This is an optimization exercise on Yosys and OpenROAD, whose aim is small area, not a production implementation.
Only simulation tests tie the RTL to the original design; equivalence was not proved.
The clock port is modelled as an ideal driver, which makes a skipped or thinned clock tree look cheaper than it is; a real chip needs a root buffer or a tree.
No activity file was given, so power comes from the tool's default toggle rates.

==> garnet <==
## Parking
module Parking(
    input start,
    input clk,
    input car_entered,
    input is_uni_car_entered,
    input car_exited,
    input is_uni_car_exited,
    output [15:0] uni_car_parked,
    output [15:0] parked_care,
    output [15:0] uni_vacated_space,
    output [15:0] vacated_space,
    output reg uni_is_vacated_space,
    output reg is_vacated_space,
    output [11:0] clock_time
);
==> module Clock, before the edit <==
module Clock (
    input start,
    input clk,
    output [4:0] s,
    output [11:0] clock_time
);
    reg [4:0] st;
    assign s = st;
    wire hz = st[4] & st[3];
    always @(posedge clk) begin
        if (~start)
            st <= 5'd24;
        else if (hz & st[0])
            st <= 5'd0;
        else
            st <= st + 5'd1;
    end
    assign clock_time = {7'd0, st[4] & ~st[3], st[3] & ~st[4], st[2], st[1], st[0] & ~hz};
endmodule
==> module Parking, before the edit <==
module Parking(
    input start,
    input clk,
    input car_entered,
    input is_uni_car_entered,
    input car_exited,
    input is_uni_car_exited,
    output [15:0] uni_car_parked,
    output [15:0] parked_care,
    output [15:0] uni_vacated_space,
    output [15:0] vacated_space,
    output reg uni_is_vacated_space,
    output reg is_vacated_space,
    output [11:0] clock_time
);
    reg [8:0] u;
    reg [8:0] g;
    reg [8:0] cap_u;
    reg [8:0] cap_g;
    wire [4:0] s;
    Clock clock (
        .clk(clk),
        .start(start),
        .s(s),
        .clock_time(clock_time)
    );
    wire off = ~(s[4] ^ s[3]);
    wire late = s[4] & ~s[3];
    wire h13 = ~s[4] & s[3] & s[2] & ~s[1] & s[0];
    wire h14 = ~s[4] & s[3] & s[2] & s[1] & ~s[0];
    wire h15 = ~s[4] & s[3] & s[2] & s[1] & s[0];
    always @(*) begin
        if (off) begin
            cap_u = 9'd0;   cap_g = 9'd0;
        end else if (late) begin
            cap_u = 9'd200; cap_g = 9'd500;
        end else if (h13) begin
            cap_u = 9'd450; cap_g = 9'd250;
        end else if (h14) begin
            cap_u = 9'd400; cap_g = 9'd300;
        end else if (h15) begin
            cap_u = 9'd350; cap_g = 9'd350;
        end else begin
            cap_u = 9'd500; cap_g = 9'd200;
        end
    end
    wire [9:0] vac_u, vac_g;
    wire [9:0] bu, bg;
    assign bu[0] = 1'b0;
    assign bg[0] = 1'b0;
    genvar i;
    generate
        for (i = 0; i < 9; i = i + 1) begin : sub
            assign vac_u[i] = cap_u[i] ^ u[i] ^ bu[i];
            assign bu[i+1] = (~cap_u[i] & (u[i] | bu[i])) | (u[i] & bu[i]);
            assign vac_g[i] = cap_g[i] ^ g[i] ^ bg[i];
            assign bg[i+1] = (~cap_g[i] & (g[i] | bg[i])) | (g[i] & bg[i]);
        end
    endgenerate
    assign vac_u[9] = bu[9];
    assign vac_g[9] = bg[9];
    assign uni_vacated_space = {{6{vac_u[9]}}, vac_u};
    assign vacated_space = {{6{vac_g[9]}}, vac_g};
    assign uni_car_parked = {7'd0, u};
    assign parked_care = {7'd0, g};
    localparam [9:0] K = 10'd324;
    wire [9:0] ua = {1'b0, u};
    wire [9:0] ga = {1'b0, g};
    wire [9:0] cs = ua ^ ga ^ K;
    wire [10:0] m = {(ua & ga) | (K & (ua | ga)), 1'b0};
    wire [10:0] c;
    assign c[0] = 1'b0;
    generate
        for (i = 0; i < 10; i = i + 1) begin : cmp
            assign c[i+1] = (cs[i] & m[i]) | (c[i] & (cs[i] | m[i]));
        end
    endgenerate
    wire over = c[10] | m[10];
    wire room = ~over;
    wire hz_u = ~(|vac_u[9:1]);
    wire hz_g = ~(|vac_g[9:1]);
    wire free_u = ~vac_u[9] & (~hz_u | vac_u[0]);
    wire free_g = ~vac_g[9] & (~hz_g | vac_g[0]);
    wire one_u = hz_u & vac_u[0];
    wire one_g = hz_g & vac_g[0];
    wire in_u = car_entered & is_uni_car_entered & room & uni_is_vacated_space & free_u;
    wire in_g = car_entered & ~is_uni_car_entered & room & is_vacated_space & free_g;
    wire out_u = ~car_entered & car_exited & is_uni_car_exited & (|u);
    wire out_g = ~car_entered & car_exited & ~is_uni_car_exited & (|g);
    wire [9:0] au, zu, ag, zg;
    assign au[0] = in_u;
    assign zu[0] = out_u;
    assign ag[0] = in_g;
    assign zg[0] = out_g;
    generate
        for (i = 0; i < 9; i = i + 1) begin : cnt
            assign au[i+1] = au[i] & u[i];
            assign zu[i+1] = zu[i] & ~u[i];
            assign ag[i+1] = ag[i] & g[i];
            assign zg[i+1] = zg[i] & ~g[i];
        end
    endgenerate
    always @(posedge clk) begin
        if (~start) begin
            u <= 9'd0;
            g <= 9'd0;
            uni_is_vacated_space <= 1'b1;
            is_vacated_space <= 1'b1;
        end else begin
            u <= u ^ (au[8:0] | zu[8:0]);
            g <= g ^ (ag[8:0] | zg[8:0]);
            if (in_u & one_u) uni_is_vacated_space <= 1'b0;
            else if (out_u) uni_is_vacated_space <= 1'b1;
            if (in_g & one_g) is_vacated_space <= 1'b0;
            else if (out_g) is_vacated_space <= 1'b1;
        end
    end
endmodule
Settings: LEC_CHECK=0, ABC_AREA=1, CAP_MARGIN=20, CORE_MARGIN=2, CORE_UTILIZATION=40, CTS_BUF_LIST=sky130_fd_sc_hd__clkbuf_8, CTS_CLUSTER_DIAMETER=500, CTS_CLUSTER_SIZE=40, SLEW_MARGIN=20; clock period 8.0 ns.
standard.sh (not shown) runs the stock make flow with config.mk's settings and CLKGATE_MAP_FILE= SYNTH_SCRIPT=/design/flow/synth_recipe.tcl, a recipe that flattens the netlist after the stock synthesis.
==> flow/flow/run.sh <==
#!/bin/bash
# The standard layout, with these changes:
#  - synthesis is the standard flow's script, but ABC maps with an area script and
#    Yosys maps adders to plain gates (no fa/ha cells);
#  - each port gets a buf_1 buffer;
#  - one tie cell drives all constant outputs.
set -euo pipefail
work=$(pwd)
export ADDER_MAP_FILE=
make -C "$FLOW_HOME" DESIGN_CONFIG="$work/config.mk" WORK_HOME="$work/orfs" \
  CLKGATE_MAP_FILE= SYNTH_SCRIPT="$work/flow/my_synth.tcl" synth > synth.log 2>&1
export BUFFER_PORTS_ARGS="-buffer_cell sky130_fd_sc_hd__buf_1"
export SKIP_REPAIR_TIE_FANOUT=1
bash standard.sh > standard.log 2>&1
==> flow/flow/abc_map.script <==
strash
&get -n
&st
&dch -f
&nf -R 1000
&put
==> flow/flow/my_synth.tcl <==
# The standard flow's synthesis script (synth_recipe.tcl) with one change: ABC maps the
# logic with flow/abc_map.script, an area-oriented script.
set my_dir [file dirname [file normalize [info script]]]
proc abc {args} {
  global my_dir
  set i [lsearch -exact $args -script]
  if { $i >= 0 } {
    set args [lreplace $args $i [expr {$i + 1}] -script $my_dir/abc_map.script]
  }
  yosys abc {*}$args
}
source $my_dir/../synth_recipe.tcl
==> willow: changes against garnet <==
--- a/flow/flow/run.sh
+++ b/flow/flow/run.sh
@@ -2,6 +2,8 @@
 # The standard layout, with these changes:
-#  - synthesis is the standard flow's script, but ABC maps with an area script and
+#  - synthesis is the standard flow's script, but ABC first restructures the logic
+#    (&deepsyn, fixed seed and effort) and then maps it for area, and
 #    Yosys maps adders to plain gates (no fa/ha cells);
 #  - each port gets a buf_1 buffer;
-#  - one tie cell drives all constant outputs.
+#  - one tie cell drives all constant outputs;
+#  - the clock tree is one clkbuf_16 (flow/cts.tcl) instead of ORFS's CTS.
 set -euo pipefail
@@ -13,2 +15,7 @@
 export SKIP_REPAIR_TIE_FANOUT=1
+bash standard.sh place > place.log 2>&1
+export RESULTS="$work/orfs/results/sky130hd/Parking/base"
+openroad -no_init -exit flow/cts.tcl > cts.log 2>&1
+cp "$RESULTS/4_1_cts.odb" "$RESULTS/4_cts.odb"
+touch "$RESULTS/4_cts.sdc"
 bash standard.sh > standard.log 2>&1
==> flow/flow/abc_map.script (replaced) <==
strash
&get -n
&deepsyn -I 1 -J 200 -S 1
&put
strash
&get -n
&st
&dch -f
&nf -R 1000
&put
==> flow/flow/cts.tcl (new file) <==
# Clock tree in place of ORFS's CTS step: the design has only 25 flip-flops,
# so one clkbuf_16, placed at the centre of the flip-flops, drives all their
# clock pins and the clock port drives only that buffer. Every flip-flop's
# clock passes through the same buffer, so none is skewed against another.
set results $::env(RESULTS)
set platform $::env(FLOW_HOME)/platforms/sky130hd
read_liberty $platform/lib/sky130_fd_sc_hd__tt_025C_1v80.lib
read_db $results/3_place.odb
read_sdc $results/3_place.sdc
source $platform/setRC.tcl

set block [ord::get_db_block]
set net [$block findNet clk]
set master [[ord::get_db] findMaster sky130_fd_sc_hd__clkbuf_16]
set inst [odb::dbInst_create $block $master clkbuf_0_clk]
set leaf [odb::dbNet_create $block clknet_0_clk]
$leaf setSigType CLOCK
set xs 0
set ys 0
set n 0
foreach it [$net getITerms] {
  set box [[$it getInst] getBBox]
  set xs [expr {$xs + ([$box xMin] + [$box xMax]) / 2}]
  set ys [expr {$ys + ([$box yMin] + [$box yMax]) / 2}]
  incr n
  $it disconnect
  $it connect $leaf
}
[$inst findITerm A] connect $net
[$inst findITerm X] connect $leaf
$inst setLocation [expr {$xs / $n}] [expr {$ys / $n}]
$inst setPlacementStatus PLACED
global_connect
detailed_placement
check_placement -verbose

set_propagated_clock [all_clocks]
estimate_parasitics -placement
report_clock_skew
report_worst_slack -max
report_worst_slack -min
write_db $results/4_1_cts.odb
write_sdc -no_timestamp $results/4_cts.sdc
CTS_BUF_LIST = unset   (was sky130_fd_sc_hd__clkbuf_8)
CTS_CLUSTER_DIAMETER = unset   (was 500)
CTS_CLUSTER_SIZE = unset   (was 40)
==> umber: changes against garnet <==
--- a/flow/design.v
+++ b/flow/design.v
@@ -3,17 +3,15 @@
     input clk,
-    output [4:0] s,
     output [11:0] clock_time
 );
-    reg [4:0] st;
-    assign s = st;
-    wire hz = st[4] & st[3];
+    reg [4:0] s;
+    wire hz = s[4] & s[3];
     always @(posedge clk) begin
         if (~start)
-            st <= 5'd24;
-        else if (hz & st[0])
-            st <= 5'd0;
+            s <= 5'd24;
+        else if (hz & s[0])
+            s <= 5'd0;
         else
-            st <= st + 5'd1;
+            s <= s + 5'd1;
     end
-    assign clock_time = {7'd0, st[4] & ~st[3], st[3] & ~st[4], st[2], st[1], st[0] & ~hz};
+    assign clock_time = {7'd0, hz ? 5'd0 : s};
 endmodule
@@ -38,3 +36,2 @@
     reg [8:0] cap_g;
-    wire [4:0] s;
     Clock clock (
@@ -42,23 +39,18 @@
         .start(start),
-        .s(s),
         .clock_time(clock_time)
     );
-    wire off = ~(s[4] ^ s[3]);
-    wire late = s[4] & ~s[3];
-    wire h13 = ~s[4] & s[3] & s[2] & ~s[1] & s[0];
-    wire h14 = ~s[4] & s[3] & s[2] & s[1] & ~s[0];
-    wire h15 = ~s[4] & s[3] & s[2] & s[1] & s[0];
+    wire [4:0] t = clock_time[4:0];
     always @(*) begin
-        if (off) begin
+        if (t < 8) begin
             cap_u = 9'd0;   cap_g = 9'd0;
-        end else if (late) begin
-            cap_u = 9'd200; cap_g = 9'd500;
-        end else if (h13) begin
+        end else if (t < 13) begin
+            cap_u = 9'd500; cap_g = 9'd200;
+        end else if (t < 14) begin
             cap_u = 9'd450; cap_g = 9'd250;
-        end else if (h14) begin
+        end else if (t < 15) begin
             cap_u = 9'd400; cap_g = 9'd300;
-        end else if (h15) begin
+        end else if (t < 16) begin
             cap_u = 9'd350; cap_g = 9'd350;
         end else begin
-            cap_u = 9'd500; cap_g = 9'd200;
+            cap_u = 9'd200; cap_g = 9'd500;
         end
@@ -87,3 +79,3 @@
     wire [9:0] ga = {1'b0, g};
-    wire [9:0] cs = ua ^ ga ^ K;
+    wire [9:0] s = ua ^ ga ^ K;
     wire [10:0] m = {(ua & ga) | (K & (ua | ga)), 1'b0};
@@ -93,3 +85,3 @@
         for (i = 0; i < 10; i = i + 1) begin : cmp
-            assign c[i+1] = (cs[i] & m[i]) | (c[i] & (cs[i] | m[i]));
+            assign c[i+1] = (s[i] & m[i]) | (c[i] & (s[i] | m[i]));
         end
==> flow/flow/run.sh (replaced) <==
#!/bin/bash
# Standard layout with two changes: Yosys maps the adders to plain gates
# (no fa/ha cells), and each port gets a buf_1 buffer.
set -euo pipefail
export ADDER_MAP_FILE=
export BUFFER_PORTS_ARGS="-buffer_cell sky130_fd_sc_hd__buf_1"
bash standard.sh > standard.log 2>&1
CTS_BUF_LIST = unset   (was sky130_fd_sc_hd__clkbuf_8)
CTS_CLUSTER_DIAMETER = unset   (was 500)
CTS_CLUSTER_SIZE = unset   (was 40)
removed: flow/flow/abc_map.script
removed: flow/flow/my_synth.tcl
==> summary of the runs <==
The lowest maximum frequency belongs to willow, the highest to umber. Sequential share of layout area: willow > garnet > umber. Via count: umber > garnet > willow. Combinational power: willow is higher than garnet (about 30%). Between garnet and willow, the lower power is in garnet (gap about 11%, measured against willow). First-iteration DRC count, highest first: garnet, umber, willow. Area after synthesis, highest first: umber, garnet, willow. Clock skew, lowest first: umber, willow, garnet. Against willow, the synthesized cell count of garnet is higher by about 6.5%. Wire length: garnet is lower than umber (15%). Between garnet and umber, the lower worst setup slack is in garnet (gap 1.9 ns).
In willow the design's own scripts or RTL, not TritonCTS, make the clock network.

[port drivers added, routing unchanged]
The flow's constraints put no driver on any port. The routed layouts listed below were extracted and timed again, unchanged, in two steps. Step 1: set_driving_cell puts a clkbuf_16 on clk and a buf_2 on each other input, an assumption about the parent block. Step 2 times the ports against the registers' clock, not the clock port: input delays grow and output delays shrink by t, the midpoint of the rising clock arrivals with the driver on. Three values: ideal ports, drivers, drivers and shift; two values: the first two.
| run | t (ns) | slack for setup (ns) | worst setup path after step 2 | pins driven straight from the clock port |
|---|---|---|---|---|
| garnet | 0.302 | 1.740 / 1.714 / 2.016 | register to output | 1 |
| willow | 0.195 | 1.658 / 1.625 / 1.820 | register to output | 1 |
| umber | 0.301 | 3.666 / 3.635 / 3.936 | register to output | 1 |
After both steps every run listed still meets setup and hold.
